What follows belongs to an exercise in optimizing a design on an open flow for small area, a short achievable clock period and few clock cycles per item; a production flow would make more cautious choices. No functional check of the RTL was part of any run shown here. No activity file was given, so power comes from the tool's default toggle rates.

`design/flow/design.v`:
```
module mul (
    input              clk,
    input              rst_n,
    input              mul_valid,
    input      [63:0]  alu_src1,
    input      [63:0]  alu_src2,
    input      [3:0]   mul_expand_signed,
    output     [129:0] mul_res,
    output reg         sh_fnsh_flag
);
localparam K  = 4;
localparam NC = 16;
localparam W  = 72;
wire [3:0] md = mul_expand_signed;
wire e0 = (md == 4'd0);
wire e1 = (md == 4'd1);
wire e2 = (md == 4'd2);
wire e3 = (md == 4'd3);
wire [63:0] mask = {{32{e0}}, {16{e0 | e1 | e2}}, {16{e0 | e1 | e2 | e3}}};
wire [63:0] am = alu_src1 & mask;
wire [63:0] bm = alu_src2 & mask;
wire [NC-1:0] oa, ob, ta, tb;
genvar g;
generate for (g = 0; g < NC; g = g + 1) begin : occ
    assign oa[g] = |am[g*K +: K];
    assign ob[g] = |bm[g*K +: K];
    assign ta[g] = |oa[NC-1:g];
    assign tb[g] = |ob[NC-1:g];
end endgenerate
wire [NC-1:0] ha = ta & ~(ta >> 1);
wire [NC-1:0] hb = tb & ~(tb >> 1);
wire swap = |(tb & ~ta);                
wire [NC-1:0] tn = ta & tb;
wire [NC-1:0] sel_n = swap ? ha : hb;   
reg [K-1:0] qa, qb;
integer i;
always @(*) begin
    qa = {K{1'b0}};
    qb = {K{1'b0}};
    for (i = 0; i < NC; i = i + 1) begin
        qa = qa | (am[i*K +: K] & {K{ha[i]}});
        qb = qb | (bm[i*K +: K] & {K{hb[i]}});
    end
end
reg              busy;      
reg              res;       
reg  [NC-1:0]    cnt;       
reg  [NC-1:0]    sel;       
reg  [127:0]     P;         
reg  [W-1:0]     C;         
reg  [63:0]      M;
reg  [K-1:0]     q;
reg              f0, f1, f3;
wire start = mul_valid & ~busy & ~res & ~sh_fnsh_flag;
reg [127:0] Pm;             
reg [K-1:0] qn;             
always @(*) begin
    Pm = P;
    qn = {K{1'b0}};
    for (i = 0; i < NC; i = i + 1) begin
        if (sel[i]) Pm[64 + i*K +: K] = {K{1'b0}};
        if (i + 1 < NC)
            qn = qn | (P[64 + i*K +: K] & {K{sel[i+1]}});
    end
end
wire [W-K-1:0] A = Pm[W-K-1:0];
wire [W-K-1:0] B = C[W-K-1:0];
wire [63:0] pp0 = M & {64{q[0]}};
wire [63:0] pp1 = M & {64{q[1]}};
wire [63:0] pp2 = M & {64{q[2]}};
wire [63:0] pp3 = M & {64{q[3]}};
wire t1 = A[0] ^ B[0] ^ pp0[4];
wire t2 = (A[0] & B[0]) | (A[0] & pp0[4]) | (B[0] & pp0[4]);
wire t3 = A[1] ^ B[1] ^ pp0[5];
wire t4 = (A[1] & B[1]) | (A[1] & pp0[5]) | (B[1] & pp0[5]);
wire t5 = pp1[4] ^ pp2[3];
wire t6 = pp1[4] & pp2[3];
wire t7 = A[2] ^ B[2] ^ pp0[6];
wire t8 = (A[2] & B[2]) | (A[2] & pp0[6]) | (B[2] & pp0[6]);
wire t9 = pp1[5] ^ pp2[4] ^ pp3[3];
wire t10 = (pp1[5] & pp2[4]) | (pp1[5] & pp3[3]) | (pp2[4] & pp3[3]);
wire t11 = A[3] ^ B[3] ^ pp0[7];
wire t12 = (A[3] & B[3]) | (A[3] & pp0[7]) | (B[3] & pp0[7]);
wire t13 = pp1[6] ^ pp2[5] ^ pp3[4];
wire t14 = (pp1[6] & pp2[5]) | (pp1[6] & pp3[4]) | (pp2[5] & pp3[4]);
wire t15 = A[4] ^ B[4] ^ pp0[8];
wire t16 = (A[4] & B[4]) | (A[4] & pp0[8]) | (B[4] & pp0[8]);
wire t17 = pp1[7] ^ pp2[6] ^ pp3[5];
wire t18 = (pp1[7] & pp2[6]) | (pp1[7] & pp3[5]) | (pp2[6] & pp3[5]);
wire t19 = A[5] ^ B[5] ^ pp0[9];
wire t20 = (A[5] & B[5]) | (A[5] & pp0[9]) | (B[5] & pp0[9]);
wire t21 = pp1[8] ^ pp2[7] ^ pp3[6];
wire t22 = (pp1[8] & pp2[7]) | (pp1[8] & pp3[6]) | (pp2[7] & pp3[6]);
wire t23 = A[6] ^ B[6] ^ pp0[10];
wire t24 = (A[6] & B[6]) | (A[6] & pp0[10]) | (B[6] & pp0[10]);
wire t25 = pp1[9] ^ pp2[8] ^ pp3[7];
wire t26 = (pp1[9] & pp2[8]) | (pp1[9] & pp3[7]) | (pp2[8] & pp3[7]);
wire t27 = A[7] ^ B[7] ^ pp0[11];
wire t28 = (A[7] & B[7]) | (A[7] & pp0[11]) | (B[7] & pp0[11]);
wire t29 = pp1[10] ^ pp2[9] ^ pp3[8];
wire t30 = (pp1[10] & pp2[9]) | (pp1[10] & pp3[8]) | (pp2[9] & pp3[8]);
wire t31 = A[8] ^ B[8] ^ pp0[12];
wire t32 = (A[8] & B[8]) | (A[8] & pp0[12]) | (B[8] & pp0[12]);
wire t33 = pp1[11] ^ pp2[10] ^ pp3[9];
wire t34 = (pp1[11] & pp2[10]) | (pp1[11] & pp3[9]) | (pp2[10] & pp3[9]);
wire t35 = A[9] ^ B[9] ^ pp0[13];
wire t36 = (A[9] & B[9]) | (A[9] & pp0[13]) | (B[9] & pp0[13]);
wire t37 = pp1[12] ^ pp2[11] ^ pp3[10];
wire t38 = (pp1[12] & pp2[11]) | (pp1[12] & pp3[10]) | (pp2[11] & pp3[10]);
wire t39 = A[10] ^ B[10] ^ pp0[14];
wire t40 = (A[10] & B[10]) | (A[10] & pp0[14]) | (B[10] & pp0[14]);
wire t41 = pp1[13] ^ pp2[12] ^ pp3[11];
wire t42 = (pp1[13] & pp2[12]) | (pp1[13] & pp3[11]) | (pp2[12] & pp3[11]);
wire t43 = A[11] ^ B[11] ^ pp0[15];
wire t44 = (A[11] & B[11]) | (A[11] & pp0[15]) | (B[11] & pp0[15]);
wire t45 = pp1[14] ^ pp2[13] ^ pp3[12];
wire t46 = (pp1[14] & pp2[13]) | (pp1[14] & pp3[12]) | (pp2[13] & pp3[12]);
wire t47 = A[12] ^ B[12] ^ pp0[16];
wire t48 = (A[12] & B[12]) | (A[12] & pp0[16]) | (B[12] & pp0[16]);
wire t49 = pp1[15] ^ pp2[14] ^ pp3[13];
wire t50 = (pp1[15] & pp2[14]) | (pp1[15] & pp3[13]) | (pp2[14] & pp3[13]);
wire t51 = A[13] ^ B[13] ^ pp0[17];
wire t52 = (A[13] & B[13]) | (A[13] & pp0[17]) | (B[13] & pp0[17]);
wire t53 = pp1[16] ^ pp2[15] ^ pp3[14];
wire t54 = (pp1[16] & pp2[15]) | (pp1[16] & pp3[14]) | (pp2[15] & pp3[14]);
wire t55 = A[14] ^ B[14] ^ pp0[18];
wire t56 = (A[14] & B[14]) | (A[14] & pp0[18]) | (B[14] & pp0[18]);
wire t57 = pp1[17] ^ pp2[16] ^ pp3[15];
wire t58 = (pp1[17] & pp2[16]) | (pp1[17] & pp3[15]) | (pp2[16] & pp3[15]);
wire t59 = A[15] ^ B[15] ^ pp0[19];
wire t60 = (A[15] & B[15]) | (A[15] & pp0[19]) | (B[15] & pp0[19]);
wire t61 = pp1[18] ^ pp2[17] ^ pp3[16];
wire t62 = (pp1[18] & pp2[17]) | (pp1[18] & pp3[16]) | (pp2[17] & pp3[16]);
wire t63 = A[16] ^ B[16] ^ pp0[20];
wire t64 = (A[16] & B[16]) | (A[16] & pp0[20]) | (B[16] & pp0[20]);
wire t65 = pp1[19] ^ pp2[18] ^ pp3[17];
wire t66 = (pp1[19] & pp2[18]) | (pp1[19] & pp3[17]) | (pp2[18] & pp3[17]);
wire t67 = A[17] ^ B[17] ^ pp0[21];
wire t68 = (A[17] & B[17]) | (A[17] & pp0[21]) | (B[17] & pp0[21]);
wire t69 = pp1[20] ^ pp2[19] ^ pp3[18];
wire t70 = (pp1[20] & pp2[19]) | (pp1[20] & pp3[18]) | (pp2[19] & pp3[18]);
wire t71 = A[18] ^ B[18] ^ pp0[22];
wire t72 = (A[18] & B[18]) | (A[18] & pp0[22]) | (B[18] & pp0[22]);
wire t73 = pp1[21] ^ pp2[20] ^ pp3[19];
wire t74 = (pp1[21] & pp2[20]) | (pp1[21] & pp3[19]) | (pp2[20] & pp3[19]);
wire t75 = A[19] ^ B[19] ^ pp0[23];
wire t76 = (A[19] & B[19]) | (A[19] & pp0[23]) | (B[19] & pp0[23]);
wire t77 = pp1[22] ^ pp2[21] ^ pp3[20];
wire t78 = (pp1[22] & pp2[21]) | (pp1[22] & pp3[20]) | (pp2[21] & pp3[20]);
wire t79 = A[20] ^ B[20] ^ pp0[24];
wire t80 = (A[20] & B[20]) | (A[20] & pp0[24]) | (B[20] & pp0[24]);
wire t81 = pp1[23] ^ pp2[22] ^ pp3[21];
wire t82 = (pp1[23] & pp2[22]) | (pp1[23] & pp3[21]) | (pp2[22] & pp3[21]);
wire t83 = A[21] ^ B[21] ^ pp0[25];
wire t84 = (A[21] & B[21]) | (A[21] & pp0[25]) | (B[21] & pp0[25]);
wire t85 = pp1[24] ^ pp2[23] ^ pp3[22];
wire t86 = (pp1[24] & pp2[23]) | (pp1[24] & pp3[22]) | (pp2[23] & pp3[22]);
wire t87 = A[22] ^ B[22] ^ pp0[26];
wire t88 = (A[22] & B[22]) | (A[22] & pp0[26]) | (B[22] & pp0[26]);
wire t89 = pp1[25] ^ pp2[24] ^ pp3[23];
wire t90 = (pp1[25] & pp2[24]) | (pp1[25] & pp3[23]) | (pp2[24] & pp3[23]);
wire t91 = A[23] ^ B[23] ^ pp0[27];
wire t92 = (A[23] & B[23]) | (A[23] & pp0[27]) | (B[23] & pp0[27]);
wire t93 = pp1[26] ^ pp2[25] ^ pp3[24];
wire t94 = (pp1[26] & pp2[25]) | (pp1[26] & pp3[24]) | (pp2[25] & pp3[24]);
wire t95 = A[24] ^ B[24] ^ pp0[28];
wire t96 = (A[24] & B[24]) | (A[24] & pp0[28]) | (B[24] & pp0[28]);
wire t97 = pp1[27] ^ pp2[26] ^ pp3[25];
wire t98 = (pp1[27] & pp2[26]) | (pp1[27] & pp3[25]) | (pp2[26] & pp3[25]);
wire t99 = A[25] ^ B[25] ^ pp0[29];
wire t100 = (A[25] & B[25]) | (A[25] & pp0[29]) | (B[25] & pp0[29]);
wire t101 = pp1[28] ^ pp2[27] ^ pp3[26];
wire t102 = (pp1[28] & pp2[27]) | (pp1[28] & pp3[26]) | (pp2[27] & pp3[26]);
wire t103 = A[26] ^ B[26] ^ pp0[30];
wire t104 = (A[26] & B[26]) | (A[26] & pp0[30]) | (B[26] & pp0[30]);
wire t105 = pp1[29] ^ pp2[28] ^ pp3[27];
wire t106 = (pp1[29] & pp2[28]) | (pp1[29] & pp3[27]) | (pp2[28] & pp3[27]);
wire t107 = A[27] ^ B[27] ^ pp0[31];
wire t108 = (A[27] & B[27]) | (A[27] & pp0[31]) | (B[27] & pp0[31]);
wire t109 = pp1[30] ^ pp2[29] ^ pp3[28];
wire t110 = (pp1[30] & pp2[29]) | (pp1[30] & pp3[28]) | (pp2[29] & pp3[28]);
wire t111 = A[28] ^ B[28] ^ pp0[32];
wire t112 = (A[28] & B[28]) | (A[28] & pp0[32]) | (B[28] & pp0[32]);
wire t113 = pp1[31] ^ pp2[30] ^ pp3[29];
wire t114 = (pp1[31] & pp2[30]) | (pp1[31] & pp3[29]) | (pp2[30] & pp3[29]);
wire t115 = A[29] ^ B[29] ^ pp0[33];
wire t116 = (A[29] & B[29]) | (A[29] & pp0[33]) | (B[29] & pp0[33]);
wire t117 = pp1[32] ^ pp2[31] ^ pp3[30];
wire t118 = (pp1[32] & pp2[31]) | (pp1[32] & pp3[30]) | (pp2[31] & pp3[30]);
wire t119 = A[30] ^ B[30] ^ pp0[34];
wire t120 = (A[30] & B[30]) | (A[30] & pp0[34]) | (B[30] & pp0[34]);
wire t121 = pp1[33] ^ pp2[32] ^ pp3[31];
wire t122 = (pp1[33] & pp2[32]) | (pp1[33] & pp3[31]) | (pp2[32] & pp3[31]);
wire t123 = A[31] ^ B[31] ^ pp0[35];
wire t124 = (A[31] & B[31]) | (A[31] & pp0[35]) | (B[31] & pp0[35]);
wire t125 = pp1[34] ^ pp2[33] ^ pp3[32];
wire t126 = (pp1[34] & pp2[33]) | (pp1[34] & pp3[32]) | (pp2[33] & pp3[32]);
wire t127 = A[32] ^ B[32] ^ pp0[36];
wire t128 = (A[32] & B[32]) | (A[32] & pp0[36]) | (B[32] & pp0[36]);
wire t129 = pp1[35] ^ pp2[34] ^ pp3[33];
wire t130 = (pp1[35] & pp2[34]) | (pp1[35] & pp3[33]) | (pp2[34] & pp3[33]);
wire t131 = A[33] ^ B[33] ^ pp0[37];
wire t132 = (A[33] & B[33]) | (A[33] & pp0[37]) | (B[33] & pp0[37]);
wire t133 = pp1[36] ^ pp2[35] ^ pp3[34];
wire t134 = (pp1[36] & pp2[35]) | (pp1[36] & pp3[34]) | (pp2[35] & pp3[34]);
wire t135 = A[34] ^ B[34] ^ pp0[38];
wire t136 = (A[34] & B[34]) | (A[34] & pp0[38]) | (B[34] & pp0[38]);
wire t137 = pp1[37] ^ pp2[36] ^ pp3[35];
wire t138 = (pp1[37] & pp2[36]) | (pp1[37] & pp3[35]) | (pp2[36] & pp3[35]);
wire t139 = A[35] ^ B[35] ^ pp0[39];
wire t140 = (A[35] & B[35]) | (A[35] & pp0[39]) | (B[35] & pp0[39]);
wire t141 = pp1[38] ^ pp2[37] ^ pp3[36];
wire t142 = (pp1[38] & pp2[37]) | (pp1[38] & pp3[36]) | (pp2[37] & pp3[36]);
wire t143 = A[36] ^ B[36] ^ pp0[40];
wire t144 = (A[36] & B[36]) | (A[36] & pp0[40]) | (B[36] & pp0[40]);
wire t145 = pp1[39] ^ pp2[38] ^ pp3[37];
wire t146 = (pp1[39] & pp2[38]) | (pp1[39] & pp3[37]) | (pp2[38] & pp3[37]);
wire t147 = A[37] ^ B[37] ^ pp0[41];
wire t148 = (A[37] & B[37]) | (A[37] & pp0[41]) | (B[37] & pp0[41]);
wire t149 = pp1[40] ^ pp2[39] ^ pp3[38];
wire t150 = (pp1[40] & pp2[39]) | (pp1[40] & pp3[38]) | (pp2[39] & pp3[38]);
wire t151 = A[38] ^ B[38] ^ pp0[42];
wire t152 = (A[38] & B[38]) | (A[38] & pp0[42]) | (B[38] & pp0[42]);
wire t153 = pp1[41] ^ pp2[40] ^ pp3[39];
wire t154 = (pp1[41] & pp2[40]) | (pp1[41] & pp3[39]) | (pp2[40] & pp3[39]);
wire t155 = A[39] ^ B[39] ^ pp0[43];
wire t156 = (A[39] & B[39]) | (A[39] & pp0[43]) | (B[39] & pp0[43]);
wire t157 = pp1[42] ^ pp2[41] ^ pp3[40];
wire t158 = (pp1[42] & pp2[41]) | (pp1[42] & pp3[40]) | (pp2[41] & pp3[40]);
wire t159 = A[40] ^ B[40] ^ pp0[44];
wire t160 = (A[40] & B[40]) | (A[40] & pp0[44]) | (B[40] & pp0[44]);
wire t161 = pp1[43] ^ pp2[42] ^ pp3[41];
wire t162 = (pp1[43] & pp2[42]) | (pp1[43] & pp3[41]) | (pp2[42] & pp3[41]);
wire t163 = A[41] ^ B[41] ^ pp0[45];
wire t164 = (A[41] & B[41]) | (A[41] & pp0[45]) | (B[41] & pp0[45]);
wire t165 = pp1[44] ^ pp2[43] ^ pp3[42];
wire t166 = (pp1[44] & pp2[43]) | (pp1[44] & pp3[42]) | (pp2[43] & pp3[42]);
wire t167 = A[42] ^ B[42] ^ pp0[46];
wire t168 = (A[42] & B[42]) | (A[42] & pp0[46]) | (B[42] & pp0[46]);
wire t169 = pp1[45] ^ pp2[44] ^ pp3[43];
wire t170 = (pp1[45] & pp2[44]) | (pp1[45] & pp3[43]) | (pp2[44] & pp3[43]);
wire t171 = A[43] ^ B[43] ^ pp0[47];
wire t172 = (A[43] & B[43]) | (A[43] & pp0[47]) | (B[43] & pp0[47]);
wire t173 = pp1[46] ^ pp2[45] ^ pp3[44];
wire t174 = (pp1[46] & pp2[45]) | (pp1[46] & pp3[44]) | (pp2[45] & pp3[44]);
wire t175 = A[44] ^ B[44] ^ pp0[48];
wire t176 = (A[44] & B[44]) | (A[44] & pp0[48]) | (B[44] & pp0[48]);
wire t177 = pp1[47] ^ pp2[46] ^ pp3[45];
wire t178 = (pp1[47] & pp2[46]) | (pp1[47] & pp3[45]) | (pp2[46] & pp3[45]);
wire t179 = A[45] ^ B[45] ^ pp0[49];
wire t180 = (A[45] & B[45]) | (A[45] & pp0[49]) | (B[45] & pp0[49]);
wire t181 = pp1[48] ^ pp2[47] ^ pp3[46];
wire t182 = (pp1[48] & pp2[47]) | (pp1[48] & pp3[46]) | (pp2[47] & pp3[46]);
wire t183 = A[46] ^ B[46] ^ pp0[50];
wire t184 = (A[46] & B[46]) | (A[46] & pp0[50]) | (B[46] & pp0[50]);
wire t185 = pp1[49] ^ pp2[48] ^ pp3[47];
wire t186 = (pp1[49] & pp2[48]) | (pp1[49] & pp3[47]) | (pp2[48] & pp3[47]);
wire t187 = A[47] ^ B[47] ^ pp0[51];
wire t188 = (A[47] & B[47]) | (A[47] & pp0[51]) | (B[47] & pp0[51]);
wire t189 = pp1[50] ^ pp2[49] ^ pp3[48];
wire t190 = (pp1[50] & pp2[49]) | (pp1[50] & pp3[48]) | (pp2[49] & pp3[48]);
wire t191 = A[48] ^ B[48] ^ pp0[52];
wire t192 = (A[48] & B[48]) | (A[48] & pp0[52]) | (B[48] & pp0[52]);
wire t193 = pp1[51] ^ pp2[50] ^ pp3[49];
wire t194 = (pp1[51] & pp2[50]) | (pp1[51] & pp3[49]) | (pp2[50] & pp3[49]);
wire t195 = A[49] ^ B[49] ^ pp0[53];
wire t196 = (A[49] & B[49]) | (A[49] & pp0[53]) | (B[49] & pp0[53]);
wire t197 = pp1[52] ^ pp2[51] ^ pp3[50];
wire t198 = (pp1[52] & pp2[51]) | (pp1[52] & pp3[50]) | (pp2[51] & pp3[50]);
wire t199 = A[50] ^ B[50] ^ pp0[54];
wire t200 = (A[50] & B[50]) | (A[50] & pp0[54]) | (B[50] & pp0[54]);
wire t201 = pp1[53] ^ pp2[52] ^ pp3[51];
wire t202 = (pp1[53] & pp2[52]) | (pp1[53] & pp3[51]) | (pp2[52] & pp3[51]);
wire t203 = A[51] ^ B[51] ^ pp0[55];
wire t204 = (A[51] & B[51]) | (A[51] & pp0[55]) | (B[51] & pp0[55]);
wire t205 = pp1[54] ^ pp2[53] ^ pp3[52];
wire t206 = (pp1[54] & pp2[53]) | (pp1[54] & pp3[52]) | (pp2[53] & pp3[52]);
wire t207 = A[52] ^ B[52] ^ pp0[56];
wire t208 = (A[52] & B[52]) | (A[52] & pp0[56]) | (B[52] & pp0[56]);
wire t209 = pp1[55] ^ pp2[54] ^ pp3[53];
wire t210 = (pp1[55] & pp2[54]) | (pp1[55] & pp3[53]) | (pp2[54] & pp3[53]);
wire t211 = A[53] ^ B[53] ^ pp0[57];
wire t212 = (A[53] & B[53]) | (A[53] & pp0[57]) | (B[53] & pp0[57]);
wire t213 = pp1[56] ^ pp2[55] ^ pp3[54];
wire t214 = (pp1[56] & pp2[55]) | (pp1[56] & pp3[54]) | (pp2[55] & pp3[54]);
wire t215 = A[54] ^ B[54] ^ pp0[58];
wire t216 = (A[54] & B[54]) | (A[54] & pp0[58]) | (B[54] & pp0[58]);
wire t217 = pp1[57] ^ pp2[56] ^ pp3[55];
wire t218 = (pp1[57] & pp2[56]) | (pp1[57] & pp3[55]) | (pp2[56] & pp3[55]);
wire t219 = A[55] ^ B[55] ^ pp0[59];
wire t220 = (A[55] & B[55]) | (A[55] & pp0[59]) | (B[55] & pp0[59]);
wire t221 = pp1[58] ^ pp2[57] ^ pp3[56];
wire t222 = (pp1[58] & pp2[57]) | (pp1[58] & pp3[56]) | (pp2[57] & pp3[56]);
wire t223 = A[56] ^ B[56] ^ pp0[60];
wire t224 = (A[56] & B[56]) | (A[56] & pp0[60]) | (B[56] & pp0[60]);
wire t225 = pp1[59] ^ pp2[58] ^ pp3[57];
wire t226 = (pp1[59] & pp2[58]) | (pp1[59] & pp3[57]) | (pp2[58] & pp3[57]);
wire t227 = A[57] ^ B[57] ^ pp0[61];
wire t228 = (A[57] & B[57]) | (A[57] & pp0[61]) | (B[57] & pp0[61]);
wire t229 = pp1[60] ^ pp2[59] ^ pp3[58];
wire t230 = (pp1[60] & pp2[59]) | (pp1[60] & pp3[58]) | (pp2[59] & pp3[58]);
wire t231 = A[58] ^ B[58] ^ pp0[62];
wire t232 = (A[58] & B[58]) | (A[58] & pp0[62]) | (B[58] & pp0[62]);
wire t233 = pp1[61] ^ pp2[60] ^ pp3[59];
wire t234 = (pp1[61] & pp2[60]) | (pp1[61] & pp3[59]) | (pp2[60] & pp3[59]);
wire t235 = A[59] ^ B[59] ^ pp0[63];
wire t236 = (A[59] & B[59]) | (A[59] & pp0[63]) | (B[59] & pp0[63]);
wire t237 = pp1[62] ^ pp2[61] ^ pp3[60];
wire t238 = (pp1[62] & pp2[61]) | (pp1[62] & pp3[60]) | (pp2[61] & pp3[60]);
wire t239 = A[60] ^ B[60] ^ pp1[63];
wire t240 = (A[60] & B[60]) | (A[60] & pp1[63]) | (B[60] & pp1[63]);
wire t241 = pp2[62] ^ pp3[61];
wire t242 = pp2[62] & pp3[61];
wire t243 = A[61] ^ B[61] ^ pp2[63];
wire t244 = (A[61] & B[61]) | (A[61] & pp2[63]) | (B[61] & pp2[63]);
wire t245 = pp0[3] ^ pp1[2];
wire t246 = pp0[3] & pp1[2];
wire t247 = pp1[3] ^ pp2[2] ^ pp3[1];
wire t248 = (pp1[3] & pp2[2]) | (pp1[3] & pp3[1]) | (pp2[2] & pp3[1]);
wire t249 = pp3[2] ^ t3 ^ t5;
wire t250 = (pp3[2] & t3) | (pp3[2] & t5) | (t3 & t5);
wire t251 = t7 ^ t9 ^ t4;
wire t252 = (t7 & t9) | (t7 & t4) | (t9 & t4);
wire t253 = t11 ^ t13 ^ t8;
wire t254 = (t11 & t13) | (t11 & t8) | (t13 & t8);
wire t255 = t15 ^ t17 ^ t12;
wire t256 = (t15 & t17) | (t15 & t12) | (t17 & t12);
wire t257 = t19 ^ t21 ^ t16;
wire t258 = (t19 & t21) | (t19 & t16) | (t21 & t16);
wire t259 = t23 ^ t25 ^ t20;
wire t260 = (t23 & t25) | (t23 & t20) | (t25 & t20);
wire t261 = t27 ^ t29 ^ t24;
wire t262 = (t27 & t29) | (t27 & t24) | (t29 & t24);
wire t263 = t31 ^ t33 ^ t28;
wire t264 = (t31 & t33) | (t31 & t28) | (t33 & t28);
wire t265 = t35 ^ t37 ^ t32;
wire t266 = (t35 & t37) | (t35 & t32) | (t37 & t32);
wire t267 = t39 ^ t41 ^ t36;
wire t268 = (t39 & t41) | (t39 & t36) | (t41 & t36);
wire t269 = t43 ^ t45 ^ t40;
wire t270 = (t43 & t45) | (t43 & t40) | (t45 & t40);
wire t271 = t47 ^ t49 ^ t44;
wire t272 = (t47 & t49) | (t47 & t44) | (t49 & t44);
wire t273 = t51 ^ t53 ^ t48;
wire t274 = (t51 & t53) | (t51 & t48) | (t53 & t48);
wire t275 = t55 ^ t57 ^ t52;
wire t276 = (t55 & t57) | (t55 & t52) | (t57 & t52);
wire t277 = t59 ^ t61 ^ t56;
wire t278 = (t59 & t61) | (t59 & t56) | (t61 & t56);
wire t279 = t63 ^ t65 ^ t60;
wire t280 = (t63 & t65) | (t63 & t60) | (t65 & t60);
wire t281 = t67 ^ t69 ^ t64;
wire t282 = (t67 & t69) | (t67 & t64) | (t69 & t64);
wire t283 = t71 ^ t73 ^ t68;
wire t284 = (t71 & t73) | (t71 & t68) | (t73 & t68);
wire t285 = t75 ^ t77 ^ t72;
wire t286 = (t75 & t77) | (t75 & t72) | (t77 & t72);
wire t287 = t79 ^ t81 ^ t76;
wire t288 = (t79 & t81) | (t79 & t76) | (t81 & t76);
wire t289 = t83 ^ t85 ^ t80;
wire t290 = (t83 & t85) | (t83 & t80) | (t85 & t80);
wire t291 = t87 ^ t89 ^ t84;
wire t292 = (t87 & t89) | (t87 & t84) | (t89 & t84);
wire t293 = t91 ^ t93 ^ t88;
wire t294 = (t91 & t93) | (t91 & t88) | (t93 & t88);
wire t295 = t95 ^ t97 ^ t92;
wire t296 = (t95 & t97) | (t95 & t92) | (t97 & t92);
wire t297 = t99 ^ t101 ^ t96;
wire t298 = (t99 & t101) | (t99 & t96) | (t101 & t96);
wire t299 = t103 ^ t105 ^ t100;
wire t300 = (t103 & t105) | (t103 & t100) | (t105 & t100);
wire t301 = t107 ^ t109 ^ t104;
wire t302 = (t107 & t109) | (t107 & t104) | (t109 & t104);
wire t303 = t111 ^ t113 ^ t108;
wire t304 = (t111 & t113) | (t111 & t108) | (t113 & t108);
wire t305 = t115 ^ t117 ^ t112;
wire t306 = (t115 & t117) | (t115 & t112) | (t117 & t112);
wire t307 = t119 ^ t121 ^ t116;
wire t308 = (t119 & t121) | (t119 & t116) | (t121 & t116);
wire t309 = t123 ^ t125 ^ t120;
wire t310 = (t123 & t125) | (t123 & t120) | (t125 & t120);
wire t311 = t127 ^ t129 ^ t124;
wire t312 = (t127 & t129) | (t127 & t124) | (t129 & t124);
wire t313 = t131 ^ t133 ^ t128;
wire t314 = (t131 & t133) | (t131 & t128) | (t133 & t128);
wire t315 = t135 ^ t137 ^ t132;
wire t316 = (t135 & t137) | (t135 & t132) | (t137 & t132);
wire t317 = t139 ^ t141 ^ t136;
wire t318 = (t139 & t141) | (t139 & t136) | (t141 & t136);
wire t319 = t143 ^ t145 ^ t140;
wire t320 = (t143 & t145) | (t143 & t140) | (t145 & t140);
wire t321 = t147 ^ t149 ^ t144;
wire t322 = (t147 & t149) | (t147 & t144) | (t149 & t144);
wire t323 = t151 ^ t153 ^ t148;
wire t324 = (t151 & t153) | (t151 & t148) | (t153 & t148);
wire t325 = t155 ^ t157 ^ t152;
wire t326 = (t155 & t157) | (t155 & t152) | (t157 & t152);
wire t327 = t159 ^ t161 ^ t156;
wire t328 = (t159 & t161) | (t159 & t156) | (t161 & t156);
wire t329 = t163 ^ t165 ^ t160;
wire t330 = (t163 & t165) | (t163 & t160) | (t165 & t160);
wire t331 = t167 ^ t169 ^ t164;
wire t332 = (t167 & t169) | (t167 & t164) | (t169 & t164);
wire t333 = t171 ^ t173 ^ t168;
wire t334 = (t171 & t173) | (t171 & t168) | (t173 & t168);
wire t335 = t175 ^ t177 ^ t172;
wire t336 = (t175 & t177) | (t175 & t172) | (t177 & t172);
wire t337 = t179 ^ t181 ^ t176;
wire t338 = (t179 & t181) | (t179 & t176) | (t181 & t176);
wire t339 = t183 ^ t185 ^ t180;
wire t340 = (t183 & t185) | (t183 & t180) | (t185 & t180);
wire t341 = t187 ^ t189 ^ t184;
wire t342 = (t187 & t189) | (t187 & t184) | (t189 & t184);
wire t343 = t191 ^ t193 ^ t188;
wire t344 = (t191 & t193) | (t191 & t188) | (t193 & t188);
wire t345 = t195 ^ t197 ^ t192;
wire t346 = (t195 & t197) | (t195 & t192) | (t197 & t192);
wire t347 = t199 ^ t201 ^ t196;
wire t348 = (t199 & t201) | (t199 & t196) | (t201 & t196);
wire t349 = t203 ^ t205 ^ t200;
wire t350 = (t203 & t205) | (t203 & t200) | (t205 & t200);
wire t351 = t207 ^ t209 ^ t204;
wire t352 = (t207 & t209) | (t207 & t204) | (t209 & t204);
wire t353 = t211 ^ t213 ^ t208;
wire t354 = (t211 & t213) | (t211 & t208) | (t213 & t208);
wire t355 = t215 ^ t217 ^ t212;
wire t356 = (t215 & t217) | (t215 & t212) | (t217 & t212);
wire t357 = t219 ^ t221 ^ t216;
wire t358 = (t219 & t221) | (t219 & t216) | (t221 & t216);
wire t359 = t223 ^ t225 ^ t220;
wire t360 = (t223 & t225) | (t223 & t220) | (t225 & t220);
wire t361 = t227 ^ t229 ^ t224;
wire t362 = (t227 & t229) | (t227 & t224) | (t229 & t224);
wire t363 = t231 ^ t233 ^ t228;
wire t364 = (t231 & t233) | (t231 & t228) | (t233 & t228);
wire t365 = t235 ^ t237 ^ t232;
wire t366 = (t235 & t237) | (t235 & t232) | (t237 & t232);
wire t367 = t239 ^ t241 ^ t236;
wire t368 = (t239 & t241) | (t239 & t236) | (t241 & t236);
wire t369 = pp3[62] ^ t243 ^ t240;
wire t370 = (pp3[62] & t243) | (pp3[62] & t240) | (t243 & t240);
wire t371 = A[62] ^ B[62] ^ pp3[63];
wire t372 = (A[62] & B[62]) | (A[62] & pp3[63]) | (B[62] & pp3[63]);
wire t373 = pp0[2] ^ pp1[1];
wire t374 = pp0[2] & pp1[1];
wire t375 = pp2[1] ^ pp3[0] ^ t245;
wire t376 = (pp2[1] & pp3[0]) | (pp2[1] & t245) | (pp3[0] & t245);
wire t377 = t1 ^ t247 ^ t246;
wire t378 = (t1 & t247) | (t1 & t246) | (t247 & t246);
wire t379 = t2 ^ t249 ^ t248;
wire t380 = (t2 & t249) | (t2 & t248) | (t249 & t248);
wire t381 = t6 ^ t251 ^ t250;
wire t382 = (t6 & t251) | (t6 & t250) | (t251 & t250);
wire t383 = t10 ^ t253 ^ t252;
wire t384 = (t10 & t253) | (t10 & t252) | (t253 & t252);
wire t385 = t14 ^ t255 ^ t254;
wire t386 = (t14 & t255) | (t14 & t254) | (t255 & t254);
wire t387 = t18 ^ t257 ^ t256;
wire t388 = (t18 & t257) | (t18 & t256) | (t257 & t256);
wire t389 = t22 ^ t259 ^ t258;
wire t390 = (t22 & t259) | (t22 & t258) | (t259 & t258);
wire t391 = t26 ^ t261 ^ t260;
wire t392 = (t26 & t261) | (t26 & t260) | (t261 & t260);
wire t393 = t30 ^ t263 ^ t262;
wire t394 = (t30 & t263) | (t30 & t262) | (t263 & t262);
wire t395 = t34 ^ t265 ^ t264;
wire t396 = (t34 & t265) | (t34 & t264) | (t265 & t264);
wire t397 = t38 ^ t267 ^ t266;
wire t398 = (t38 & t267) | (t38 & t266) | (t267 & t266);
wire t399 = t42 ^ t269 ^ t268;
wire t400 = (t42 & t269) | (t42 & t268) | (t269 & t268);
wire t401 = t46 ^ t271 ^ t270;
wire t402 = (t46 & t271) | (t46 & t270) | (t271 & t270);
wire t403 = t50 ^ t273 ^ t272;
wire t404 = (t50 & t273) | (t50 & t272) | (t273 & t272);
wire t405 = t54 ^ t275 ^ t274;
wire t406 = (t54 & t275) | (t54 & t274) | (t275 & t274);
wire t407 = t58 ^ t277 ^ t276;
wire t408 = (t58 & t277) | (t58 & t276) | (t277 & t276);
wire t409 = t62 ^ t279 ^ t278;
wire t410 = (t62 & t279) | (t62 & t278) | (t279 & t278);
wire t411 = t66 ^ t281 ^ t280;
wire t412 = (t66 & t281) | (t66 & t280) | (t281 & t280);
wire t413 = t70 ^ t283 ^ t282;
wire t414 = (t70 & t283) | (t70 & t282) | (t283 & t282);
wire t415 = t74 ^ t285 ^ t284;
wire t416 = (t74 & t285) | (t74 & t284) | (t285 & t284);
wire t417 = t78 ^ t287 ^ t286;
wire t418 = (t78 & t287) | (t78 & t286) | (t287 & t286);
wire t419 = t82 ^ t289 ^ t288;
wire t420 = (t82 & t289) | (t82 & t288) | (t289 & t288);
wire t421 = t86 ^ t291 ^ t290;
wire t422 = (t86 & t291) | (t86 & t290) | (t291 & t290);
wire t423 = t90 ^ t293 ^ t292;
wire t424 = (t90 & t293) | (t90 & t292) | (t293 & t292);
wire t425 = t94 ^ t295 ^ t294;
wire t426 = (t94 & t295) | (t94 & t294) | (t295 & t294);
wire t427 = t98 ^ t297 ^ t296;
wire t428 = (t98 & t297) | (t98 & t296) | (t297 & t296);
wire t429 = t102 ^ t299 ^ t298;
wire t430 = (t102 & t299) | (t102 & t298) | (t299 & t298);
wire t431 = t106 ^ t301 ^ t300;
wire t432 = (t106 & t301) | (t106 & t300) | (t301 & t300);
wire t433 = t110 ^ t303 ^ t302;
wire t434 = (t110 & t303) | (t110 & t302) | (t303 & t302);
wire t435 = t114 ^ t305 ^ t304;
wire t436 = (t114 & t305) | (t114 & t304) | (t305 & t304);
wire t437 = t118 ^ t307 ^ t306;
wire t438 = (t118 & t307) | (t118 & t306) | (t307 & t306);
wire t439 = t122 ^ t309 ^ t308;
wire t440 = (t122 & t309) | (t122 & t308) | (t309 & t308);
wire t441 = t126 ^ t311 ^ t310;
wire t442 = (t126 & t311) | (t126 & t310) | (t311 & t310);
wire t443 = t130 ^ t313 ^ t312;
wire t444 = (t130 & t313) | (t130 & t312) | (t313 & t312);
wire t445 = t134 ^ t315 ^ t314;
wire t446 = (t134 & t315) | (t134 & t314) | (t315 & t314);
wire t447 = t138 ^ t317 ^ t316;
wire t448 = (t138 & t317) | (t138 & t316) | (t317 & t316);
wire t449 = t142 ^ t319 ^ t318;
wire t450 = (t142 & t319) | (t142 & t318) | (t319 & t318);
wire t451 = t146 ^ t321 ^ t320;
wire t452 = (t146 & t321) | (t146 & t320) | (t321 & t320);
wire t453 = t150 ^ t323 ^ t322;
wire t454 = (t150 & t323) | (t150 & t322) | (t323 & t322);
wire t455 = t154 ^ t325 ^ t324;
wire t456 = (t154 & t325) | (t154 & t324) | (t325 & t324);
wire t457 = t158 ^ t327 ^ t326;
wire t458 = (t158 & t327) | (t158 & t326) | (t327 & t326);
wire t459 = t162 ^ t329 ^ t328;
wire t460 = (t162 & t329) | (t162 & t328) | (t329 & t328);
wire t461 = t166 ^ t331 ^ t330;
wire t462 = (t166 & t331) | (t166 & t330) | (t331 & t330);
wire t463 = t170 ^ t333 ^ t332;
wire t464 = (t170 & t333) | (t170 & t332) | (t333 & t332);
wire t465 = t174 ^ t335 ^ t334;
wire t466 = (t174 & t335) | (t174 & t334) | (t335 & t334);
wire t467 = t178 ^ t337 ^ t336;
wire t468 = (t178 & t337) | (t178 & t336) | (t337 & t336);
wire t469 = t182 ^ t339 ^ t338;
wire t470 = (t182 & t339) | (t182 & t338) | (t339 & t338);
wire t471 = t186 ^ t341 ^ t340;
wire t472 = (t186 & t341) | (t186 & t340) | (t341 & t340);
wire t473 = t190 ^ t343 ^ t342;
wire t474 = (t190 & t343) | (t190 & t342) | (t343 & t342);
wire t475 = t194 ^ t345 ^ t344;
wire t476 = (t194 & t345) | (t194 & t344) | (t345 & t344);
wire t477 = t198 ^ t347 ^ t346;
wire t478 = (t198 & t347) | (t198 & t346) | (t347 & t346);
wire t479 = t202 ^ t349 ^ t348;
wire t480 = (t202 & t349) | (t202 & t348) | (t349 & t348);
wire t481 = t206 ^ t351 ^ t350;
wire t482 = (t206 & t351) | (t206 & t350) | (t351 & t350);
wire t483 = t210 ^ t353 ^ t352;
wire t484 = (t210 & t353) | (t210 & t352) | (t353 & t352);
wire t485 = t214 ^ t355 ^ t354;
wire t486 = (t214 & t355) | (t214 & t354) | (t355 & t354);
wire t487 = t218 ^ t357 ^ t356;
wire t488 = (t218 & t357) | (t218 & t356) | (t357 & t356);
wire t489 = t222 ^ t359 ^ t358;
wire t490 = (t222 & t359) | (t222 & t358) | (t359 & t358);
wire t491 = t226 ^ t361 ^ t360;
wire t492 = (t226 & t361) | (t226 & t360) | (t361 & t360);
wire t493 = t230 ^ t363 ^ t362;
wire t494 = (t230 & t363) | (t230 & t362) | (t363 & t362);
wire t495 = t234 ^ t365 ^ t364;
wire t496 = (t234 & t365) | (t234 & t364) | (t365 & t364);
wire t497 = t238 ^ t367 ^ t366;
wire t498 = (t238 & t367) | (t238 & t366) | (t367 & t366);
wire t499 = t242 ^ t369 ^ t368;
wire t500 = (t242 & t369) | (t242 & t368) | (t369 & t368);
wire t501 = t244 ^ t371 ^ t370;
wire t502 = (t244 & t371) | (t244 & t370) | (t371 & t370);
wire t503 = A[63] ^ B[63] ^ t372;
wire t504 = (A[63] & B[63]) | (A[63] & t372) | (B[63] & t372);
wire t505 = A[64] ^ B[64];
wire t506 = A[64] & B[64];
wire t507 = A[65] ^ B[65];
wire t508 = A[65] & B[65];
wire t509 = A[66] ^ B[66];
wire t510 = A[66] & B[66];
wire t511 = A[67] ^ B[67];
wire t512 = A[67] & B[67];
wire [W-1:0] ns = {t511, t509, t507, t505, t503, t501, t499, t497, t495, t493, t491, t489, t487, t485, t483, t481, t479, t477, t475, t473, t471, t469, t467, t465, t463, t461, t459, t457, t455, t453, t451, t449, t447, t445, t443, t441, t439, t437, t435, t433, t431, t429, t427, t425, t423, t421, t419, t417, t415, t413, t411, t409, t407, t405, t403, t401, t399, t397, t395, t393, t391, t389, t387, t385, t383, t381, t379, t377, t375, pp2[0], pp0[1], pp0[0]};
wire [W-1:0] nc = {t510, t508, t506, t504, t502, t500, t498, t496, t494, t492, t490, t488, t486, t484, t482, t480, t478, t476, t474, t472, t470, t468, t466, t464, t462, t460, t458, t456, t454, t452, t450, t448, t446, t444, t442, t440, t438, t436, t434, t432, t430, t428, t426, t424, t422, t420, t418, t416, t414, t412, t410, t408, t406, t404, t402, t400, t398, t396, t394, t392, t390, t388, t386, t384, t382, t380, t378, t376, t374, t373, pp1[0], 1'b0};
wire ncout = t512;
wire [K:0] lowu = Pm[W-1:W-K] + C[W-1:W-K] + ncout;
wire [127-W-K:0] uhi = Pm[127-K:W];
wire [127-W-K:0] all1s;
assign all1s[0] = 1'b1;
generate for (g = 1; g <= 127 - W - K; g = g + 1) begin : pa
    assign all1s[g] = all1s[g-1] & uhi[g-1];
end endgenerate
wire [127-W:0] ustep = {uhi ^ (all1s & {(128-W-K){lowu[K]}}), lowu[K-1:0]};
wire [W:0] rsum = P[W-1:0] + C;
wire [127-W:0] ur = P[127:W];
wire [127-W:0] all1r;
assign all1r[0] = 1'b1;
generate for (g = 1; g <= 127 - W; g = g + 1) begin : pr
    assign all1r[g] = all1r[g-1] & ur[g-1];
end endgenerate
wire [127-W:0] ures = ur ^ (all1r & {(128-W){rsum[W]}});
always @(posedge clk or negedge rst_n) begin
    if (!rst_n) begin
        busy         <= 1'b0;
        res          <= 1'b0;
        sh_fnsh_flag <= 1'b0;
        cnt          <= {NC{1'b0}};
    end else begin
        if (start) begin
            busy         <= |tn;
            sh_fnsh_flag <= ~|tn;
            cnt          <= sel_n;
        end else if (busy) begin
            busy         <= ~cnt[0];
            res          <= cnt[0];
            cnt          <= cnt >> 1;
        end else if (res) begin
            res          <= 1'b0;
            sh_fnsh_flag <= 1'b1;
        end else begin
            sh_fnsh_flag <= 1'b0;
        end
    end
end
always @(posedge clk) begin
    M   <= swap ? bm : am;
    sel <= sel_n;
    f0  <= e0;
    f1  <= e1;
    f3  <= e3;
    if (start) begin
        P <= {swap ? am : bm, 64'd0};
        C <= {W{1'b0}};
        q <= swap ? qa : qb;
    end else if (res) begin
        P <= {ures, rsum[W-1:0]};
    end else begin
        P <= {ustep, ns};
        C <= nc;
        q <= qn;
    end
end
assign mul_res[15:0]    = P[15:0];
assign mul_res[31:16]   = f3 ? {16{P[15]}} : P[31:16];
assign mul_res[63:32]   = f0 ? P[63:32] : {32{(P[31] & f1) | (P[15] & f3)}};
assign mul_res[127:64]  = P[127:64];
assign mul_res[129:128] = 2'b00;
endmodule
module ysyx_mulunit (
    input          clk,
    input          rst_n,
    input          mul_valid,
    input  [63:0]  alu_src1,
    input  [63:0]  alu_src2,
    input  [3:0]   mul_expand_signed,
    output [129:0] mul_res,
    output         sh_fnsh_flag
);
mul u_mul (
    .clk(clk),
    .rst_n(rst_n),
    .mul_valid(mul_valid),
    .alu_src1(alu_src1),
    .alu_src2(alu_src2),
    .mul_expand_signed(mul_expand_signed),
    .mul_res(mul_res),
    .sh_fnsh_flag(sh_fnsh_flag)
);
endmodule
```
`design/flow/run.sh`:
```
#!/bin/bash
# synth_recipe.tcl (not shown) runs the flow's synth.tcl, then flattens the netlist and writes it again
# the make line also repeats each setting of config.mk as NAME=value (left out here)
make -C /OpenROAD-flow-scripts/flow DESIGN_CONFIG=/design/flow/config.mk WORK_HOME=/design/flow/orfs CLKGATE_MAP_FILE= SYNTH_SCRIPT=/design/flow/synth_recipe.tcl finish
```
`design/flow/config.mk`:
```
export PLATFORM = sky130hd
export DESIGN_NAME = ysyx_mulunit
export DESIGN_NICKNAME = ysyx_mulunit
export VERILOG_FILES = /design/flow/design.v
export SDC_FILE = /design/flow/constraint.sdc
export NUM_CORES = 8
export LEC_CHECK = 0
export CAP_MARGIN = 20
export CORE_MARGIN = 2
export CORE_UTILIZATION = 50
export SETUP_SLACK_MARGIN = 5
export SLEW_MARGIN = 20
```
`design/flow/constraint.sdc`:
```
create_clock -name core_clock -period 8.0 [get_ports {clk}]
set_input_delay 1.6000 -clock core_clock [delete_from_list [all_inputs] [get_ports {clk}]]
set_output_delay 1.6000 -clock core_clock [all_outputs]
set_load 0.01 [all_outputs]
```
==> impl_results.md, run 1 <==
- Outcome: complete, no violations
- Non-filler instance count after layout: approximately 4,700
- Fin nets: 4,414
- Hold Fails Final Rpt: 0
- Post-layout min period: roughly 4.6 ns
- Total track usage: just over 40%
- Largest area contributor in the synthesized netlist: dfxtp_1
- Initial Utilization: 50.5%
- Yosys cell types: 93
- Number of global-route vias before repair: 29,400
- Least-Margin Pin Slew: 1.05 ns
- Worst Setup End Kind: flop
- Final Max Tran Viols: 0
- Critical path cell sequence: dlygate4sd2_1 -> or4_4 -> a21oi_2 -> o21ai_2 -> a222oi_1 -> o31ai_4 -> buf_6 -> o21ba_4 -> buf_6 -> buf_8 -> buf_12 -> mux2i_2 -> o22a_1 -> o21ai_0
- Post-CTS Hold Buffers: 0
- Ys flop type: dfxtp_1
- Slew headroom: 29.7%
- Synthesized flop and latch total: just over 300
- Number of synthesized flops with an enable pin: 4
- Die width: 240 um
- Most used cell, CP: buf_6
- CP Launch Type: primary input
- Largest net degree at the start of global routing: 88
- First-pass GRT wire length: 179,000 um
- Area Growth Syn to Fin: 38.1%
- Total grt overflow: 0
- I/O pin cnt: between 200 and 300
- Synth async-reset ratio: 6.23%
- Clock transition at path regs: 0.06 ns
- R2r setup slk: 3.83 ns
- CTS buffer count: 40
- Worst VDD drop: 0.182 mV
- Maximum root-to-sink buffer count: 3
- Hold path start: u_mul.C[63]$_SDFFE_PP0N_
- Gate Count Post-Synth: 3,605
- CTS H-tree depth: 2
- Row count: between 80 and 90
- Req. time, crit path: 8.43 ns
- Buf/Inv on CP: 5
- Die height: 240 um
- Biggest cell delay along the critical path: 0.68 ns
- Share of layout cells above drive strength 1: between 20 and 30%
- Worst R2R Start: u_mul.sel[1]$_DFF_P_
- Setup Skew: just over 0.04 ns
- Syn Area/Cell: 7.72 sq um
- Antenna violations before repair: 3
- DR vias: 29,800
- TritonRoute pass-1 iters: 6
- Synth top area share: between 20% and 30%
- Seq/Total Area, Yosys: 22.4%
- Routed Antenna Nets: 0
- CP max FO: 6
- Setup_tns: 0 ns
- PD cells: 231 mW/mm^2
- Hold Crit Depth: 2
- Max-capacitance violation count: 0
- Worst hold slack: 0.499 ns
- Final Wtd Congestion: around 1.0
- Worst Path Arrival: 5.02 ns
- DRT iter0 DRCs: between 3,000 and 4,000
- Vias per cell: 6.32
- Port buffer count: 263
- DRC violations left: 0
- Critical path's slowest cell: a222oi_1
- Final Cycle Share: 57.4%
- Highest clock rate: between 0.2 and 0.25 GHz
- Crit path kind: primary input to flop
- Synth Warn #: 1
- Avg WL per Cell: 26.4 um
- Post-Syn Area: about 0.028 sq mm
- Root Driver: clkbuf_16
- Detailed Place HPWL: 83,000 um
- Synth top area cells: dfxtp_1 20%, fa_1 18%, nand2_1 10%
- CTS tree: built
- Cells on worst reg2reg path: 15
- Worst min-delay path class: flop to flop
- Core area: 0.0551 sq mm
- # setup viols final: 0
- Clock sinks: 305
- WHS Endpoint: u_mul.C[63]$_SDFFE_PP0N_
- RSZ-0062 raised after global routing: true
- DP Cell Count: ~4,400
- Leak: approximately 0.017 uW
- Clock Latency Late Sink: 0.60 ns
- R2R Path End: u_mul.P[126]$_DFF_P_
- Util after Layout: 69.8%
- Drt total wl: 125,000 um
- Worst path top cell family by delay: compound AO/OA/AOI/OAI gates
- Die ar.: around 0.058 sq mm
[layout by cell type (no fill, tap or decap), types with 27 or more instances in the layout]
| master | Yosys | final |
|---|---|---|
| clkbuf_16 | 0 | 52 |
| a21oi_1 | 293 | 143 |
| nor3_1 | 51 | 39 |
| xnor2_1 | 111 | 109 |
| nand2_2 | 0 | 27 |
| clkdlybuf4s50_1 | 0 | 69 |
| buf_4 | 22 | 118 |
| ha_1 | 85 | 58 |
| xor2_1 | 39 | 39 |
| o21ai_0 | 205 | 150 |
| dfxtp_1 | 282 | 169 |
| dfxtp_4 | 0 | 68 |
| buf_12 | 1 | 33 |
| dlygate4sd2_1 | 0 | 99 |
| and2_1 | 88 | 88 |
| a21oi_4 | 1 | 37 |
| nand2b_1 | 34 | 31 |
| a21oi_2 | 2 | 116 |
| and3_1 | 35 | 31 |
| dfxtp_2 | 0 | 45 |
| nor2_1 | 136 | 128 |
| a21o_1 | 100 | 100 |
| nand2_1 | 744 | 606 |
| buf_6 | 8 | 74 |
| nand4_1 | 28 | 28 |
| inv_1 | 356 | 353 |
| o21ai_1 | 16 | 47 |
| nand3_1 | 80 | 73 |
| a211oi_1 | 35 | 29 |
| nand2_4 | 0 | 108 |
| fa_1 | 250 | 249 |
| buf_2 | 25 | 51 |
[cell families (layout without fill, tap and decap cells)]
logic type | after synthesis | count (layout) | share of synthesized area (%)
adders and majority gates | 335 | 335 | 21.8
buffers and inverters | 586 | 953 | 8.58
other | 1 | 4 | 0.0135
and+or+nand+nor | 1324 | 1325 | 21.8
muxes | 23 | 23 | 0.831
DFF | 305 | 305 | 22.4
AOI/OAI and AO/OA | 881 | 882 | 19.9
xor gates and xnor gates | 150 | 150 | 4.72
[how the worst max path moves through the flow]
| stage | from | to | depth (start not counted) |
|---|---|---|---|
| global placement | mul_expand_signed[3] | u_mul.q[3]$_DFFE_PP_ | 13 |
| CTS | mul_expand_signed[2] | u_mul.q[3]$_DFFE_PP_ | 15 |
| floorplan | alu_src2[40] | u_mul.q[2]$_DFFE_PP_ | 12 |
| finish | alu_src2[53] | u_mul.P[67]$_DFF_P_ | 14 |
| detailed placement | mul_expand_signed[3] | u_mul.q[3]$_DFFE_PP_ | 13 |
| global route | mul_expand_signed[2] | u_mul.q[0]$_DFFE_PP_ | 16 |
[layer usage]
metal  track usage (%)  share of wire [%]
met5                 0                  0
met4              22.6                6.7
met3              9.55                 10
met2              63.9                 45
met1              53.2                 39
[sequential cells by signal, summed over array words and instances (netlist names), named ones only]
register	count
u_mul.cnt	16
u_mul.res	1
u_mul.f1	1
u_mul.P	127
u_mul.f0	1
u_mul.q	4
u_mul.C	71
u_mul.M	64
u_mul.sel	16
u_mul.busy	1
u_mul.sh_fnsh_flag	1
u_mul.f3	1
[stage by stage]
step | setup slack (ns) | power [uW] | cell area [sq um]
2_1_floorplan | 3.68 | 4330 | 27900
3_3_place_gp | 1.88 | 5730 | 30800
3_5_place_dp | 1.72 | 5780 | 30800
4_1_cts | 3.55 | 8350 | 35900
5_1_grt | 3.45 | 9250 | 38500
6_report | 3.41 | 8880 | 38500
[worst register-to-register path: cells and delay by family (launching register included)]
family          cells  cell delay, ns
simple gates        5            1.74
buf+inv             3            0.50
compound gates      5            0.70
flops               1            0.52
fa+ha+maj           2            0.64
[synth_stat cells, types with 51 or more instances]
| library cell | number |
|---|---|
| nand2_1 | 744 |
| inv_1 | 356 |
| a21oi_1 | 293 |
| dfxtp_1 | 282 |
| fa_1 | 250 |
| o21ai_0 | 205 |
| clkbuf_1 | 166 |
| nor2_1 | 136 |
| xnor2_1 | 111 |
| a21o_1 | 100 |
| and2_1 | 88 |
| ha_1 | 85 |
| nand3_1 | 80 |
| nor3_1 | 51 |
[layout make-up]
class	count	area (sq um)
Clock inverter	27	413
Sequential cell	305	6560
Inverter	356	1350
Tap cell	748	936
Fill cell	4368	16600
Timing Repair Buffer	524	5640
Clock buffer	46	1060
Multi-Input combinational cell	2717	22500
Antenna cell	2	5.00
[report_power, final]
group	internal, uW	switching [uW]
registers	1920	676
clock network	1260	815
logic	1720	2500
total	4890	3990
[what timing repair did]
action | CTS | global route
pin swaps | 113 | 197
resized for setup | 1002 | 540
buffers inserted | 131 | 62
setup endpoints to repair | 421 | 311
cloned | 27 | 9
==> inputs of run 2 (changes only) <==
--- a/design/flow/config.mk
+++ b/design/flow/config.mk
@@ -8,5 +8,5 @@
 export CAP_MARGIN = 20
 export CORE_MARGIN = 2
 export CORE_UTILIZATION = 50
-export SETUP_SLACK_MARGIN = 5
+export SETUP_SLACK_MARGIN = 4.5
 export SLEW_MARGIN = 20
==> run 2 against run 1 <==
Net effect:
- register-to-register slack is essentially flat
- sequential power shrank 2%
- clock skew shrank 0.016 ns
- critical endpoint is now u_mul.P[117]$_DFF_P_
- final area shrank 4.5%
- power shrank 5.2%
- area after synthesis is the same
- sequential cell count is the same
- critical path type unchanged
- critical path depth shrank 1
==> impl_results.md, run 2 <==
- DR vias: 29,200 (-2.0%)
- Fillcell total: 4,545 (+4.1%)
- DP Cell Count: 4,421 (unchanged)
- Synth top area cells: dfxtp_1 20%, fa_1 18%, nand2_1 10%
- Total track usage: 40.2% (-1.1 points)
- Synth top area share: 20.3% (unchanged)
- Drt total wl: 118,000 um (-5.1%)
- CTS H-tree depth: 2 (unchanged)
- CP max FO: 51 (+45)
- Stages on worst setup path: 13 (-1)
- TritonRoute pass-1 iters: 8 (+2)
- Max reg flops: 127 (unchanged)
- Biggest cell delay along the critical path: 0.67 ns (about the same)
- Critical path's slowest cell: a222oi_1
- Req. time, crit path: 8.45 ns (+0.02 ns)
- Root Driver: clkbuf_16
- Number of global-route vias before repair: 28,800 (-2.2%)
- Die ar.: 0.0576 sq mm (unchanged)
- Synth async-reset ratio: 6.23% (unchanged)
- Hold Crit Depth: 2 (unchanged)
- Crit path kind: primary input to flop
- Most used cell, CP: buf_12
- Synth top cells by count: 744 x nand2_1, 356 x inv_1, 293 x a21oi_1
- Worst min-delay path class: flop to flop
- Worst path top cell family by delay: compound AO/OA/AOI/OAI gates
- CTS buffer count: 40 (unchanged)
- Routed Antenna Nets: 0 (unchanged)
- Post-layout min period: 4.49 ns (-0.102 ns)
- Core area: 0.0551 sq mm (unchanged)
- Highest clock rate: 0.223 GHz (+2.3%)
- CP Launch Type: primary input
- Most numerous cell in the Yosys netlist: nand2_1
- Seq/Total Area, Yosys: 22.4% (unchanged)
- PD cells: 229 mW/mm^2 (-0.78%)
- Post-Syn Area: 0.0278 sq mm (unchanged)
- Largest net degree at the start of global routing: 191 (+120%)
- Die height: 240 um (unchanged)
- DRC violations left: 0 (unchanged)
- Worst VDD drop: 0.187 mV (+2.8%)
- Clock transition at path regs: 0.06 ns (about the same)
- Share of layout cells above drive strength 1: 19.5% (-6.4 points)
- Buf/Inv on CP: 5 (unchanged)
- Antenna cells: 0 (-2)
- Most frequent cells in the layout: 604 x nand2_1, 354 x inv_1, 275 x dfxtp_1
- Post-CTS Hold Buffers: 0 (unchanged)
- Setup Skew: 0.0243 ns (-0.0165 ns)
- Final Max Tran Viols: 0 (unchanged)
- Port buffer count: 263 (unchanged)
- Outcome: complete, no violations
- I/O pin cnt: 266 (unchanged)
- Non-filler instance count after layout: 4,651 (-1.6%)
- DRT iter0 DRCs: 3,387 (+11%)
- Ys flop type: dfxtp_1
- Gate Count Post-Synth: 3,605 (unchanged)
- Max-capacitance violation count: 0 (unchanged)
- Top reg by flops: u_mul.P
- Synthesized flop and latch total: 305 (unchanged)
- Initial Utilization: 50.5% (unchanged)
- Fin nets: 4,343 (-1.6%)
- Synth Warn #: 1 (unchanged)
- Clock sinks: 305 (unchanged)
- Syn Area/Cell: 7.72 sq um (unchanged)
- Avg WL per Cell: 25.5 um (-3.6%)
- Worst Setup End Kind: flop
- Regs by FF count: u_mul.P: 127 flops, u_mul.C: 71 flops, u_mul.M: 64 flops
- Final Wtd Congestion: 1.00 (-1.2%)
- Slew headroom: 27.4% (-2.3 points)
- First-pass GRT wire length: 175,000 um (-2.4%)
- Row count: 86 (unchanged)
- Antenna violations before repair: 5 (+2)
- Largest area contributor in the synthesized netlist: dfxtp_1
- # setup viols final: 0 (unchanged)
- Util after Layout: 66.7% (-3.1 points)
- Least-Margin Pin Slew: 1.09 ns (+0.0336 ns)
- Most common cell after layout, fill and taps aside: nand2_1
- Total grt overflow: 0 (unchanged)
- Cells on worst reg2reg path: 12 (-3)
- Yosys cell types: 93 (unchanged)
- Clock Latency Late Sink: 0.58 ns (-0.02 ns)
- Worst hold slack: 0.506 ns (+0.00681 ns)
- Hold Fails Final Rpt: 0 (unchanged)
- Maximum root-to-sink buffer count: 3 (unchanged)
- Die width: 240 um (unchanged)
- Number of synthesized flops with an enable pin: 4 (unchanged)
- Detailed Place HPWL: 80,900 um (-2.5%)
- Critical path cell sequence: dlygate4sd2_1 -> or3_4 -> buf_12 -> buf_12 -> nor2_4 -> a222oi_1 -> o31ai_4 -> o21ba_4 -> buf_12 -> buf_12 -> mux2i_4 -> o32ai_1 -> or3_1
- Setup_tns: 0 ns (unchanged)
- RSZ-0062 raised after global routing: true
- Vias per cell: 6.29 (-0.43%)
- Final Cycle Share: 56.1% (-1.3 points)
- CTS tree: built
- Leak: 0.0160 uW (-5.5%)
- Area Growth Syn to Fin: 31.9%
- Worst Path Arrival: 4.95 ns (-0.07 ns)
run 2: final cells by class:
class	count	area (sq um)	area share (%)
clock buffer	54	1120	3.06
clock inverter	18	224	0.610
inverter	356	1340	3.65
multi-input combinational	2721	22000	59.8
sequential	305	6260	17.0
tap	748	936	2.55
timing repair buffer	449	4880	13.3
run 2: repair_timing:
action	CTS	global route
pin swaps	127	156
gates cloned	28	2
resized for setup	711	382
setup buffers	100	27
setup endpoints to repair	239	213
run 2: per-stage QoR:
step                      setup WS (ns)  total power, uW  instance area, sq um
after floorplan                    3.68             4330                 27900
after global placement             1.92             5730                 30800
after detailed placement           1.82             5760                 30800
after CTS                          3.62             8100                 35200
after global routing               3.49             8810                 36700
final                              3.51             8420                 36700
run 2: logic make-up (layout without fill, tap and decap cells):
family                     after synthesis  in the layout  share of synthesized area, %
xor gates and xnor gates               150            150                          4.72
muxes                                   23             23                         0.831
and+or+nand+nor                       1324           1324                          21.8
buffers and inverters                  586            877                          8.58
other                                    1              2                        0.0135
DFF                                    305            305                          22.4
AOI/OAI and AO/OA                      881            887                          19.9
adders and majority gates              335            335                          21.8
run 2: power by group:
part | leakage (uW) | switching (uW) | total (uW) | internal, uW
logic | 0.0127 | 2340 | 3970 | 1630
clock network | 0.000659 | 786 | 1910 | 1130
registers | 0.00260 | 691 | 2530 | 1840
run 2: layer usage:
layer  vias up  track usage (%)  wire length [um]
met5         -                0                50
met4         8             19.5              6920
li1      12600                -                 -
met2      1839             63.1             52800
met1     14300             52.4             46600
met3       468             8.84             12100
run 2: worst register-to-register path: stages (launching register included):
cell and delay, ns:
dfxtp_1 0.47, ha_1 0.35, a21oi_1 0.20, o21ai_0 0.14
a221oi_2 0.36, o211ai_1 0.26, and3_1 0.30, o2111a_1 0.34
o21ai_4 0.16, buf_6 0.38, a21oi_1 0.44, and4b_1 0.32
or3_1 0.36
run 2: path summary, 6_finish.rpt:
check | start | to | slack [ns]
max | mul_expand_signed[1] | u_mul.P[117]$_DFF_P_ | 3.51
min | u_mul.C[1]$_SDFFE_PP0N_ | u_mul.C[1]$_SDFFE_PP0N_ | 0.51
max reg2reg | u_mul.C[11]$_SDFFE_PP0N_ | u_mul.P[112]$_DFF_P_ | 3.83
min reg2reg | u_mul.C[1]$_SDFFE_PP0N_ | u_mul.C[1]$_SDFFE_PP0N_ | 0.51
max in group asynchronous | rst_n | u_mul.res$_DFFE_PN0N_ | 6.29
min in group asynchronous | rst_n | u_mul.cnt[6]$_DFFE_PN0P_ | 1.40

==> re-timing with driven ports <==
The flow's constraints put no driver on any port. The routed layouts listed below were extracted and timed again, unchanged, in two steps.
Step 1: set_driving_cell puts a clkbuf_16 on clk and a buf_2 on each other input, an assumption about the parent block.
Step 2 moves the port delays by t, midway between the first and last clock arrival at a register: inputs arrive t later, outputs are due t later. That takes back most of the time a late clock gives input paths.
a / b / c = ideal / step 1 / step 2; a / b = the first two.
run	t, ns	setup WS [ns]	clock arrival spread, ns
run 1	0.645	3.407 / 3.441 / 2.796	0.041 / 0.041
run 2	0.626	3.509 / 3.541 / 2.915	0.024 / 0.024
After both steps setup and hold are still met in every run listed. The setup slack of run 1, which loses most, moves by +0.034 ns with the drivers and by -0.611 ns with both steps.
